What follows belongs to an exercise in optimizing a design on an open flow for small area; a production flow would make more cautious choices. Function was checked by simulation only, so behaviour that the tests miss may differ from the original. The flow treats the clock pin as an ideal source, which a real chip does not have. Power figures rest on the tool's default switching activity, not on a simulated workload.

==> design.v <==
`timescale 1ns / 1ps
module top(
    input clk_100MHz,
    input rst,
    input reset_button,
    input saveH_button,
    input saveL_button,
    input [7:0] sensors_input,
    input [7:0] setup_input,
    output reg [7:0] cathodes,  
    output reg [7:0] anodes,  
    output reg [2:0] LED1,  
    output reg [2:0] LED2  
    );
    function [3:0] level;
        input [7:0] c;
        level = {c[7], c[3] & ~c[7], (c[1] & ~c[3]) | (c[5] & ~c[7]),
                 (c[0] & ~c[1]) | (c[2] & ~c[3]) | (c[4] & ~c[5]) | (c[6] & ~c[7])};
    endfunction
    function valid;
        input [7:0] c;
        valid = ~|(c[7:1] & ~c[6:0]);
    endfunction
    reg sh_out, sl_out;
    reg prev_sh, prev_sl;
    reg G, L;
    wire rb_out = G & L;
    wire reset = rst | rb_out;
    reg [9:0] scan;
    wire tick = (&scan[8:6]) & (&scan[4:0]);
    always @(posedge clk_100MHz)
        if (reset | tick) scan <= 10'd499;
        else scan <= {scan[8:0], ~(scan[9] ^ scan[6])};
    reg [1:0] digit;
    reg [6:0] m;
    reg phase;
    wire m_last = ({m[6:5], m[3:0]} == 6'b10_0000);
    wire m_step = tick & (&digit);
    always @(posedge clk_100MHz)
        if (reset) begin
            digit <= 2'd0; m <= 7'd0; phase <= 1'b0;
        end else begin
            if (tick) digit <= digit + 2'd1;
            if (m_step) m <= m_last ? 7'd0 : {m[5:0], ~(m[6] ^ m[5])};
            if (m_step & m_last) phase <= ~phase;
        end
    wire blink = ~phase & ~(m_step & m_last);
    always @(posedge clk_100MHz)
        if (reset) begin
            sh_out <= 1'b0; sl_out <= 1'b0;
            prev_sh <= 1'b0; prev_sl <= 1'b0;
        end else if (tick) begin
            sh_out <= saveH_button & ~prev_sh;
            sl_out <= saveL_button & ~prev_sl;
            prev_sh <= saveH_button;
            prev_sl <= saveL_button;
        end
    reg [3:0] k1;
    reg [2:0] k2;
    wire rb_load = tick & reset_button;
    wire k2_8 = G & ~|k2;
    reg [2:0] h3, lo;
    wire h8 = ~|h3;
    wire [3:0] sl = level(setup_input);
    wire sv = valid(setup_input);
    wire err = ~valid(sensors_input);
    wire sl_gt_lo = sl[3] | (sl[2:0] > lo);
    wire sl_lt_hi = ~sl[3] & (h8 | (sl[2:0] < h3));
    always @(posedge clk_100MHz)
        if (reset) begin
            k1 <= 4'd0; k2 <= 3'd0; G <= 1'b0; L <= 1'b0;
            h3 <= 3'd0; lo <= 3'd0;
        end else begin
            k1 <= err ? 4'd0 : level(sensors_input);
            k2 <= k1[2:0];
            G <= rb_load | k1[3] | (~h8 & (k1[2:0] >= h3));
            L <= rb_load | (~k1[3] & (k1[2:0] <= lo));
            if (sh_out & sv & sl_gt_lo) h3 <= sl[2:0];
            else if (sl_out & sv & sl_lt_hi) lo <= sl[2:0];
        end
    reg [7:0] tens_pat, units_pat;
    always @(*)
        if (k2_8) begin
            tens_pat = 8'h03;
            units_pat = 8'h03;
        end else begin
            tens_pat = (k2 == 3'd0) ? 8'hFF : (k2 == 3'd1) ? 8'h9F :
                       (k2 == 3'd2) ? 8'h25 : (k2 == 3'd3) ? 8'h0D :
                       (k2 == 3'd4) ? 8'h49 : (k2 == 3'd5) ? 8'h41 :
                       (k2 == 3'd6) ? 8'h1F : 8'h01;
            units_pat = (k2 == 3'd1) ? 8'h25 : (k2 == 3'd2) ? 8'h49 :
                        (k2 == 3'd3) ? 8'h01 : (k2 == 3'd5) ? 8'h0D :
                        (k2 == 3'd6) ? 8'h49 : (k2 == 3'd7) ? 8'h01 : 8'h03;
        end
    wire [7:0] hund_pat = k2_8 ? 8'h9F : 8'hFF;
    wire [7:0] stat_pat = err ? 8'h61 : G ? 8'h91 : L ? 8'hE3 : 8'hC5;
    wire [7:0] digit_pat =
        (digit == 2'd0) ? hund_pat : (digit == 2'd1) ? tens_pat :
        (digit == 2'd2) ? units_pat : stat_pat;
    wire [2:0] led = err ? 3'b100 : G ? {blink, 2'b00} : L ? {blink, blink, 1'b0} : 3'b010;
    always @(*) begin
        anodes = reset ? 8'hFF : {~(4'b1000 >> digit), 4'hF};
        cathodes = reset ? 8'hFF : digit_pat;
        LED1 = reset ? 3'd0 : led;
        LED2 = LED1;
    end
endmodule
==> flow/run.sh <==
#!/bin/bash
# The standard ORFS layout (standard.sh) with these changes:
#  - synthesis maps the logic with area-oriented abc scripts (deepsyn, optional
#    &mfs rounds, then &nf), one per deepsyn seed and variant, and keeps the
#    smallest result (flow/abc_multi.tcl), in place of ORFS's speed script; adders are left to abc (no ADDER_MAP_FILE);
#    everything else in synthesis is the standard flow's own (synth_recipe.tcl);
#  - port buffers use the smallest buffer cell;
#  - clock tree: clkbuf_4 buffers, clusters of up to 10 sinks, no dummy loads;
#    after CTS, flow/post_cts.tcl upsizes any clock buffer whose sinks' slew is
#    over 110 ps.
# Each tool's output is in orfs/logs/; make's output is in flow.log.
set -euo pipefail
HERE=$(pwd)
export ABC_DIR=$HERE/abc
# abc variants: deepsyn seeds 0..5, each followed directly by mapping (p),
# or by one (m) or two (h) rounds of 4-input LUT mapping and &mfs
# don't-care optimization before mapping
export ABC_SEEDS="0p 1p 2p 3p 4p 5p 0m 1m 2m 3m 4m 5m 0h 1h 2h 3h 4h 5h"
mkdir -p $ABC_DIR
for s in $ABC_SEEDS; do
  case $s in
    *p) mfs=() ;;
    *m) mfs=('&if -K 4 -a' '&mfs' '&st') ;;
    *h) mfs=('&if -K 4 -a' '&mfs' '&st' '&if -K 4 -a' '&mfs' '&st') ;;
  esac
  printf '%s\n' strash '&get -n' '&st' "&deepsyn -T 10 -S ${s%?}" "${mfs[@]}" '&put' strash 'dch -f' \
    '&get -n' '&nf -R 1000' '&put' topo > $ABC_DIR/abc_area_s$s.script
done
{
  echo "source $HERE/flow/abc_multi.tcl"
  cat synth_recipe.tcl
} > area_synth.tcl
sed -e "s#SYNTH_SCRIPT=[^ ]*#SYNTH_SCRIPT=$HERE/area_synth.tcl ADDER_MAP_FILE=#" standard.sh > area_standard.sh
grep -q "SYNTH_SCRIPT=$HERE/area_synth.tcl ADDER_MAP_FILE=" area_standard.sh
export BUFFER_PORTS_ARGS="-buffer_cell sky130_fd_sc_hd__buf_1"
export REMOVE_ABC_BUFFERS=1
export SKIP_REPAIR_TIE_FANOUT=1
export CTS_ARGS="-sink_clustering_enable -repair_clock_nets -dont_use_dummy_load -sink_clustering_size 10 -buf_list {sky130_fd_sc_hd__clkbuf_4}"
export POST_CTS_TCL=$HERE/flow/post_cts.tcl
bash area_standard.sh > flow.log 2>&1
==> flow/abc_multi.tcl <==
# Sourced by the synthesis script before ORFS's synth.tcl. Replaces yosys's abc
# command as synth.tcl calls it: maps the logic once per deepsyn seed with an
# area-oriented abc script (abc_area_s<seed>.script, written by run.sh) and
# keeps the result with the smallest cell area.
proc abc {args} {
  set i [lsearch -exact $args -script]
  set lib [lindex $args [expr {[lsearch -exact $args -liberty] + 1}]]
  set best_area ""
  yosys design -save abc_in
  foreach seed $::env(ABC_SEEDS) {
    yosys design -load abc_in
    set script $::env(ABC_DIR)/abc_area_s$seed.script
    yosys abc {*}[lreplace $args $i [expr {$i + 1}] -script $script]
    yosys tee -q -o $::env(ABC_DIR)/abc_stat_s$seed.txt stat -liberty $lib
    set f [open $::env(ABC_DIR)/abc_stat_s$seed.txt]
    set txt [read $f]
    close $f
    regexp {Chip area for module '[^']*': ([0-9.]+)} $txt -> area
    puts "abc seed $seed: cell area $area"
    if { $best_area eq "" || $area < $best_area } {
      set best_area $area
      yosys design -save abc_best
    }
  }
  yosys design -load abc_best
  puts "abc: kept cell area $best_area"
}
==> flow/post_cts.tcl <==
proc clk_worst_sink_slew { inst } {
  set net [get_nets -of_objects [get_pins [get_property $inst full_name]/X]]
  set worst 0
  foreach p [get_pins -of_objects $net -filter "direction == input"] {
    set s [get_property $p slew_max]
    if { $s > $worst } { set worst $s }
  }
  # in seconds or in the user time unit (ns)
  if { $worst < 1e-6 } { return [expr {$worst * 1e12}] }
  return [expr {$worst * 1e3}]
}
set clk_sizes {sky130_fd_sc_hd__clkbuf_4 sky130_fd_sc_hd__clkbuf_8 sky130_fd_sc_hd__clkbuf_16}
set clk_changed 0
for { set round 0 } { $round < 2 } { incr round } {
  estimate_parasitics -placement
  foreach inst [get_cells clkbuf_*] {
    set name [get_property $inst full_name]
    set ref [get_property $inst ref_name]
    set worst [clk_worst_sink_slew $inst]
    set i [lsearch -exact $clk_sizes $ref]
    puts "clock buffer $name $ref: worst sink slew [format %.1f $worst] ps"
    if { $worst > 110 && $i >= 0 && $i < [llength $clk_sizes] - 1 } {
      set to [lindex $clk_sizes [expr {$i + 1}]]
      puts "  upsized to $to"
      replace_cell $inst $to
      incr clk_changed
    }
  }
}
if { $clk_changed } {
  detailed_placement
  check_placement -verbose
  estimate_parasitics -placement
}
==> standard.sh <==
#!/bin/bash
# synth_recipe.tcl (not shown) runs the flow's synth.tcl, then flattens the netlist and writes it again
# the make line also repeats each setting of config.mk as NAME=value (left out here)
make -C /OpenROAD-flow-scripts/flow DESIGN_CONFIG=/design/flow/config.mk WORK_HOME=/design/flow/orfs CLKGATE_MAP_FILE= SYNTH_SCRIPT=/design/flow/synth_recipe.tcl "${@:-finish}"
==> config.mk <==
export PLATFORM = sky130hd
export DESIGN_NAME = top
export DESIGN_NICKNAME = top
export VERILOG_FILES = /design/flow/design.v
export SDC_FILE = /design/flow/constraint.sdc
export NUM_CORES = 4
export LEC_CHECK = 0
export CAP_MARGIN = 10
export CORE_MARGIN = 2
export CORE_UTILIZATION = 40
export GPL_TIMING_DRIVEN = 0
export SLEW_MARGIN = 10
==> constraint.sdc <==
create_clock -name core_clock -period 10.0 [get_ports {clk_100MHz}]
set_input_delay 2.0000 -clock core_clock [delete_from_list [all_inputs] [get_ports {clk_100MHz}]]
set_output_delay 2.0000 -clock core_clock [all_outputs]
set_load 0.01 [all_outputs]
==> results of run 1 <==
==> logic make-up (layout without fill, tap and decap cells) <==
| group | count (synthesis) | after routing | synth area share |
|---|---|---|---|
| buffers and inverters | 24 | 55 | 0.0696 |
| AND/OR/NAND/NOR | 87 | 87 | 0.231 |
| AO/OA/AOI/OAI | 68 | 68 | 0.247 |
| flip-flops | 39 | 39 | 0.439 |
| XOR/XNOR | 2 | 2 | 0.00984 |
| other | 2 | 2 | 0.00422 |
==> state kept, by name (all words and copies together) (netlist names), 2 cells and up <==
name / flops
m: 7
h3: 3
k2: 3
k1: 4
digit: 2
lo: 3
scan: 10
==> stage by stage <==
stage / area (um^2) / cells
finish: 1960 / 305
global route: 1960 / 305
detailed placement: 1910 / 300
global placement: 1910 / 300
floorplan: 1710 / 213
==> cell usage in the layout (no fill, tap or decap), types with 2 or more instances in the layout <==
cell	n
or3_1	2
a221o_1	2
buf_1	35
o22ai_1	5
nand4_1	3
nor3_1	6
o221ai_1	2
nand2b_1	8
o21ai_0	11
nor2b_1	3
and2_0	4
nand2_1	25
dfxtp_1	39
a31oi_1	3
a22oi_1	4
a21o_1	2
a21oi_1	22
nor4_1	3
nand3_1	6
nor2_1	23
a221oi_1	2
or2_0	2
a22o_1	8
conb_1	2
clkinv_1	15
clkbuf_4	4
==> critical path: cells and delay by family <==
| family | cells | cell delay (ns) |
|---|---|---|
| AO/OA/AOI/OAI | 4 | 0.99 |
| AND/OR/NAND/NOR | 3 | 0.44 |
| buffers and inverters | 2 | 0.22 |
==> cell type report <==
| cell class | instances | area (um^2) |
|---|---|---|
| multi-input cells | 159 | 880 |
| repair buffers | 35 | 131 |
| flip-flops and latches | 39 | 781 |
| clock buffers | 5 | 43.8 |
| well taps | 52 | 65.1 |
| fillers | 469 | 2370 |
| inverters | 15 | 56.3 |
==> how the worst min path moves through the flow <==
stage | endpoint
after floorplan | scan[6]
after global placement | scan[6]
after detailed placement | scan[6]
after global routing | scan[1]
final | scan[6]
==> power by group <==
part / internal (mW) / switching (mW)
logic: 0.00971 / 0.0173
registers: 0.159 / 0.00294
clock network: 0.0278 / 0.0462
==> per-layer routing <==
| layer | routed length (um) | vias to the layer above | GRT usage |
|---|---|---|---|
| met5 | 0 | - | 0 |
| met4 | 44 | 0 | 0.0461 |
| met3 | 143 | 7 | 0.0356 |
| met2 | 1540 | 28 | 0.226 |
| met1 | 1900 | 732 | 0.216 |
| li1 | - | 842 | - |
==> results.yml, run 1 <==
status:
  status: "finished clean"
global_route:
  grt_overflow_total: 0
  grt_pass1_vias: 1426
  track_usage: 0.151
  antenna_found_initial: 0
  grt_first_pass_wirelength_um: 6200
  grt_max_degree: 19
layout:
  nets: 276
  fin_util: 0.453
  drive_gt1_frac: 0.0237
  syn_to_final_growth_pct: 9.91
  antenna_cells: 0
timing:
  max_freq_mhz: 176
  rsz0062_at_grt: "no"
  finalMaxSlewViolations: 0
  skew_ns: 0.0278
  whs_ns: 0.415
  fin_tns_setup_ns: 0
  fin_crit_ns: 5.67
  worstMarginPinSlew_ns: 0.966
  hold_violations: 0
  setup_violations: 0
  relSlewSlack: 0.350
  worst_slack_ns: 4.33
  min_period_over_period: 0.567
clock_network:
  clock_latency_ns: 0.34
  cts_sinks: 39
  cts_tree: "done"
  cts.reportedPaths.clkPinSlew_ns: 0.08
floorplanning:
  die_h_um: 70.7
  io_pins: 43
  coreArea_um2: 4320
  die_x_um: 70.7
  dieArea_um2: 5000
  start_util: 0.412
  rows: 24
job:
  drv_cap: 0
place:
  dpl.hpwl_um: 2680
  place_ws_ns: 4.34
  portBuffers: 35
  gp_congestion: 0.797
detailed_routing:
  wl_um: 3630
  drtIter0Drc: 64
  wire_per_inst_um: 11.9
  viasPerCell: 5.28
  route.detailed.drc: 0
  vias: 1609
  first_pass_iters: 4
  ant_nets: 0
setup_path:
  crit_slowest_cell: "a21boi_0"
  rr_endpoint: "lo[1]"
  crit_chain: "buf_1 > a21o_1 > nor2_1 > a21boi_0 > nand3_1 > nand2_1 > o21ai_0 > a221o_1 > buf_1"
  critPathCaptureType: "output port"
  cp_max_fo: 12
  rrSetupSlack_ns: 7.95
  slowest_delay_ns: 0.30
  crit_top_cell: "buf_1"
  cp-start-kind: "primary input"
  cp-endpoint: "cathodes[1]"
  reg2reg_depth: 6
  reg2reg_from: "lo[1]"
  cp_data_arrival_time_ns: 3.67
  cp-startpoint: "rst"
  worstPathRequired_ns: 8.00
  path_class: "primary input to output port"
synthesis:
  synthTopCellsByCount: "39 x dfxtp_1, 25 x nand2_1, 23 x a21oi_1, 23 x nor2_1, 15 x clkinv_1"
  syn_inst: 222
  ys_ff_latch: 39
  yosysMostFrequentCell: "dfxtp_1"
  synth_area_um2: 1780
  synth-edff-count: 0
  ys_warn_count: 1
  synth_cell_types: 35
  synth_top_area_cell: "dfxtp_1"
  seq_area_frac_synth: 0.439
  yosys-top-cells-area: "dfxtp_1 44%, a21oi_1 6.5%, nand2_1 5.3%"
  synth_top_flop_cell: "dfxtp_1"
  synth_top_area_share: 0.439
  syn_avg_cell_area_um2: 8.02
  postSynth.asyncResetShare: 0
power_and_ir_drop:
  p_leak_nw: 0.662
  p_total_mw: 0.263
  p_per_area_nw_per_um2: 135
  vdd_ir_drop_max_mv: 0.0603
hold_path:
  hp-class: "flop to flop"
  worstHoldPathCells: 1
  hold_start: "scan[5]"
==> run 2: changes to the inputs <==
==> design.v (replaced) <==
`timescale 1ns / 1ps
module top(
    input clk_100MHz,
    input rst,
    input reset_button,
    input saveH_button,
    input saveL_button,
    input [7:0] sensors_input,
    input [7:0] setup_input,
    output reg [7:0] cathodes,  
    output reg [7:0] anodes,  
    output reg [2:0] LED1,  
    output reg [2:0] LED2  
    );
    function [3:0] level;
        input [7:0] c;
        case (c)
            8'b0000_0001: level = 4'd1;
            8'b0000_0011: level = 4'd2;
            8'b0000_0111: level = 4'd3;
            8'b0000_1111: level = 4'd4;
            8'b0001_1111: level = 4'd5;
            8'b0011_1111: level = 4'd6;
            8'b0111_1111: level = 4'd7;
            8'b1111_1111: level = 4'd8;
            default:      level = 4'd0;
        endcase
    endfunction
    function valid;
        input [7:0] c;
        valid = ~|(c[7:1] & ~c[6:0]);
    endfunction
    reg rb_out, sh_out, sl_out;
    reg prev_rb, prev_sh, prev_sl;
    wire reset = rst | rb_out;
    reg [9:0] scan;
    wire tick = (scan == 10'd690);
    always @(posedge clk_100MHz)
        if (reset | tick) scan <= 10'd0;
        else scan <= {scan[8:0], ~(scan[9] ^ scan[6])};
    reg [9:0] tcnt;
    always @(posedge clk_100MHz)
        if (reset) tcnt <= 10'd0;
        else if (tick) tcnt <= (tcnt == 10'd999) ? 10'd0 : tcnt + 10'd1;
    wire blink = (tcnt < 10'd499) | ((tcnt == 10'd499) & ~tick);
    wire [1:0] digit = tcnt[1:0];
    always @(posedge clk_100MHz)
        if (reset) begin
            rb_out <= 1'b0; sh_out <= 1'b0; sl_out <= 1'b0;
            prev_rb <= 1'b0; prev_sh <= 1'b0; prev_sl <= 1'b0;
        end else if (tick) begin
            rb_out <= reset_button & ~prev_rb;
            sh_out <= saveH_button & ~prev_sh;
            sl_out <= saveL_button & ~prev_sl;
            prev_rb <= reset_button;
            prev_sh <= saveH_button;
            prev_sl <= saveL_button;
        end
    reg [3:0] k1, k2;
    reg G, L;
    reg [2:0] hm1, lo;
    wire [3:0] sl = level(setup_input);
    wire sv = valid(setup_input);
    wire err = ~valid(sensors_input);
    always @(posedge clk_100MHz)
        if (reset) begin
            k1 <= 4'd0; k2 <= 4'd0; G <= 1'b0; L <= 1'b0;
            hm1 <= 3'd7; lo <= 3'd0;
        end else begin
            k1 <= level(sensors_input);
            k2 <= k1;
            G <= (k1 > {1'b0, hm1});
            L <= ~(k1 > {1'b0, hm1}) & (k1 <= {1'b0, lo});
            if (sh_out & sv & (sl > {1'b0, lo})) hm1 <= sl - 4'd1;
            else if (sl_out & sv & (sl <= {1'b0, hm1})) lo <= sl[2:0];
        end
    always @(*) begin
        if (reset) begin
            anodes = 8'hFF;
            cathodes = 8'hFF;
            LED1 = 3'd0;
        end else begin
            anodes = {~(4'b1000 >> digit), 4'hF};
            case (digit)
                2'd0: cathodes = (k2 == 4'd8) ? 8'h9F : 8'hFF;
                2'd1: case (k2)
                        4'd1: cathodes = 8'h9F;
                        4'd2: cathodes = 8'h25;
                        4'd3: cathodes = 8'h0D;
                        4'd4: cathodes = 8'h49;
                        4'd5: cathodes = 8'h41;
                        4'd6: cathodes = 8'h1F;
                        4'd7: cathodes = 8'h01;
                        4'd8: cathodes = 8'h03;
                        default: cathodes = 8'hFF;
                      endcase
                2'd2: case (k2)
                        4'd1: cathodes = 8'h25;
                        4'd2: cathodes = 8'h49;
                        4'd3: cathodes = 8'h01;
                        4'd5: cathodes = 8'h0D;
                        4'd6: cathodes = 8'h49;
                        4'd7: cathodes = 8'h01;
                        default: cathodes = 8'h03;
                      endcase
                default: case ({err, G, L})
                        3'b000: cathodes = 8'hC5;
                        3'b001: cathodes = 8'hE3;
                        3'b010: cathodes = 8'h91;
                        3'b100, 3'b101, 3'b110: cathodes = 8'h61;
                        default: cathodes = 8'hFF;
                      endcase
            endcase
            case ({err, G, L})
                3'b000: LED1 = 3'b010;
                3'b001: LED1 = {blink, blink, 1'b0};
                3'b010: LED1 = {blink, 1'b0, 1'b0};
                3'b100, 3'b101, 3'b110: LED1 = 3'b100;
                default: LED1 = 3'b000;
            endcase
        end
        LED2 = LED1;
    end
endmodule
==> run.sh (new file) <==
#!/bin/bash
# synth_recipe.tcl (not shown) runs the flow's synth.tcl, then flattens the netlist and writes it again
# the make line also repeats each setting of config.mk as NAME=value (left out here)
make -C /OpenROAD-flow-scripts/flow DESIGN_CONFIG=/design/flow/config.mk WORK_HOME=/design/flow/orfs CLKGATE_MAP_FILE= SYNTH_SCRIPT=/design/flow/synth_recipe.tcl finish
==> config.mk (replaced) <==
export PLATFORM = sky130hd
export DESIGN_NAME = top
export DESIGN_NICKNAME = top
export VERILOG_FILES = /design/flow/design.v
export SDC_FILE = /design/flow/constraint.sdc
export NUM_CORES = 4
export LEC_CHECK = 0
export CAP_MARGIN = 20
export CORE_MARGIN = 2
export CORE_UTILIZATION = 40
export SLEW_MARGIN = 20
removed: flow/run.sh
removed: flow/abc_multi.tcl
removed: flow/post_cts.tcl
removed: standard.sh
==> run 2 against run 1 <==
Net effect:
- register-to-register slack lost 0.13 ns
- worst setup slack got worse by 0.52 ns
- utilization increased by 3.0 points
- critical path depth is 2 lower
- final area is 67% higher
- wire length is 60% higher
- critical endpoint is now cathodes[2]
- largest power group unchanged
==> results.yml, run 2 <==
status:
  status: "finished clean"
power_and_ir_drop:
  p_int_mw: 0.292
  p_sw_mw: 0.0837
  p_comb_frac: 0.081
  switching_share: 0.223
  clkPwrFrac: 0.394
  p_leak_nw: 1.26
  vdd_ir_drop_max_mv: 0.0552
  p_seq_frac: 0.525
  p_per_area_nw_per_um2: 115
clock_network:
  cts_tree: "done"
  cts.reportedPaths.clkPinSlew_ns: 0.09
  clock_path_buffers: 2
  clock_latency_ns: 0.30
  post_cts_buffers: 0
  root_buffer: "clkbuf_8"
  cts_resized: 0
  cts_sinks: 49
  htree_levels: 2
  hold_buffers: 0
  numCtsBuffers: 5
synthesis:
  synth_top_flop_cell: "dfxtp_1"
  syn_avg_cell_area_um2: 8.33
  ys_warn_count: 1
  syn_inst: 333
  ys_ff_latch: 49
  synth_top_area_cell: "dfxtp_1"
  synth_area_um2: 2770
  synthTopCellsByCount: "49 x dfxtp_1, 36 x nand2_1, 28 x nor2_1, 19 x o21ai_0"
  seq_area_frac_synth: 0.354
  postSynth.asyncResetShare: 0
  synth_top_area_share: 0.354
  yosys-top-cells-area: "dfxtp_1 35%, ha_1 8.1%, nand2_1 4.9%"
  synth_cell_types: 55
  yosysMostFrequentCell: "dfxtp_1"
  synth-edff-count: 0
floorplanning:
  io_pins: 43
  die_h_um: 87.3
  start_util: 0.410
  dieArea_um2: 7610
  die_x_um: 87.3
  coreArea_um2: 6760
  rows: 30
setup_path:
  slowest_delay_ns: 0.55
  crit_top_cell: "clkdlybuf4s50_1"
  critPathCaptureType: "output port"
  cp-start-kind: "primary input"
  critPathBufInv: 3
  path_class: "primary input to output port"
  critPathTopFamily: "buffers and inverters"
  crit_chain: "clkdlybuf4s50_1 > inv_1 > a221o_1 > a21o_1 > o311a_1 > a31oi_1 > clkdlybuf4s50_1"
  cp_data_arrival_time_ns: 4.19
  cp_max_fo: 6
  crit_slowest_cell: "clkdlybuf4s50_1"
  worstPathRequired_ns: 8.00
detailed_routing:
  route.detailed.drc: 0
  first_pass_iters: 4
  vias: 2353
  viasPerCell: 5.32
  drtIter0Drc: 95
  wire_per_inst_um: 13.1
  wl_um: 5810
  ant_nets: 0
global_route:
  grt_pass1_vias: 2239
  grt_max_degree: 41
  grt_first_pass_wirelength_um: 10100
  antenna_found_initial: 0
  grt_overflow_total: 0
  track_usage: 0.164
timing:
  worstMarginPinSlew_ns: 0.594
  max_freq_mhz: 162
  fin_crit_ns: 6.19
  setup_violations: 0
  skew_ns: 0.0106
  finalMaxSlewViolations: 0
  hold_violations: 0
  fin_tns_setup_ns: 0
  rsz0062_at_grt: "no"
  relSlewSlack: 0.601
  min_period_over_period: 0.619
layout:
  final.fill_count: 669
  nets: 400
  regArea_um2: 981
  fin_util: 0.483
  drive_gt1_frac: 0.0580
  syn_to_final_growth_pct: 17.6
  final_cell_mix: "49 x dfxtp_1, 36 x nand2_1, 35 x clkdlybuf4s50_1"
  multi_input_area_um2: 1650
  antenna_cells: 0
  layout_commonest_cell: "dfxtp_1"
place:
  dpl.hpwl_um: 4300
  gp_congestion: 0.806
  portBuffers: 35
hold_path:
  hp-class: "flop to flop"
job:
  drv_cap: 0
run 2: cell count changes in the layout (fill, tap and decap cells not counted), moves of 11 or more:
cell             before  now
clkdlybuf4s50_1       0   35
clkinv_1             15    0
ha_1                  0   18
nand2_1              25   36
buf_1                35    0
inv_1                 0   15
run 2: metal layers:
layer / share of wire / track usage / routed length, um / up-vias
met2: 0.43 / 0.269 / 2500 / 66
met3: 0.047 / 0.0284 / 275 / 10
li1: - / - / - / 1217
met5: 0 / 0 / 0 / -
met4: 0.021 / 0.0559 / 122 / 0
met1: 0.50 / 0.218 / 2910 / 1060
run 2: area by class of cell:
type,count,area share
repair buffers,36,0.110
clock buffers,6,0.0253
clock inverters,2,0.0115
flip-flops and latches,49,0.301
well taps,80,0.0307
inverters,15,0.0173
multi-input cells,254,0.505
run 2: per-stage QoR:
stage               instances  setup WS [ns]  hold slack (ns)  power (mW)  cell area, um^2
floorplan                 338           4.70            0.400       0.219             2790
global placement          434           3.84            0.414       0.232             3140
detailed placement        434           3.82            0.414       0.232             3140
CTS                       442           3.82            0.429       0.380             3260
global route              442           3.73            0.462       0.391             3260
finish                    442           3.81            0.425       0.376             3260
run 2: worst paths after layout:
| path | slack (ns) | cells past startpoint | start | endpoint |
|---|---|---|---|---|
| worst max-delay path | 3.81 | 7 | sensors_input[6] | cathodes[2] |
| worst min-delay path | 0.42 | 1 | prev_rb | rb_out |
| worst max register to register | 7.82 | 4 | scan[9] | tcnt[7] |
| worst min register to register | 0.42 | 1 | prev_rb | rb_out |
run 2: power by group through the flow:
stage	combinational [mW]	sequential, mW	clock (mW)
global placement	0.0300	0.202	0
CTS	0.0304	0.197	0.152
detailed placement	0.0303	0.202	0
finish	0.0304	0.197	0.148
floorplan	0.0182	0.201	0
global route	0.0336	0.198	0.160
run 2: kinds of logic after synthesis:
| group | share of synthesized area |
|---|---|
| DFF | 0.354 |
| muxes | 0.0144 |
| and+or+nand+nor | 0.269 |
| AOI/OAI and AO/OA | 0.174 |
| buffers and inverters | 0.0600 |
| adders and majority gates | 0.0812 |
| xor gates and xnor gates | 0.0442 |
| other | 0.00271 |

==> port drivers added, routing unchanged <==
The flow's constraints put no driver on any port. The routed layouts listed below were extracted and timed again, unchanged, in two steps.
Step 1 assumes that a clkbuf_16 drives the clock port and a buf_2 every other input.
Step 2 times the ports against the registers' clock, not the clock port: input delays grow and output delays shrink by t, the midpoint of the rising clock arrivals with the driver on.
Three values: ideal ports, drivers, drivers and shift; two values: the first two.
run	shift t [ns]	setup WS [ns]	clock arrival spread, ns
run 1	0.344	4.334 / 4.314 / 4.314	0.028 / 0.028
run 2	0.326	3.810 / 3.762 / 3.762	0.010 / 0.011
After both steps every run listed still meets setup and hold. For run 2, which loses most, drivers alone change the setup slack by -0.048 ns; drivers and shift together by -0.048 ns.
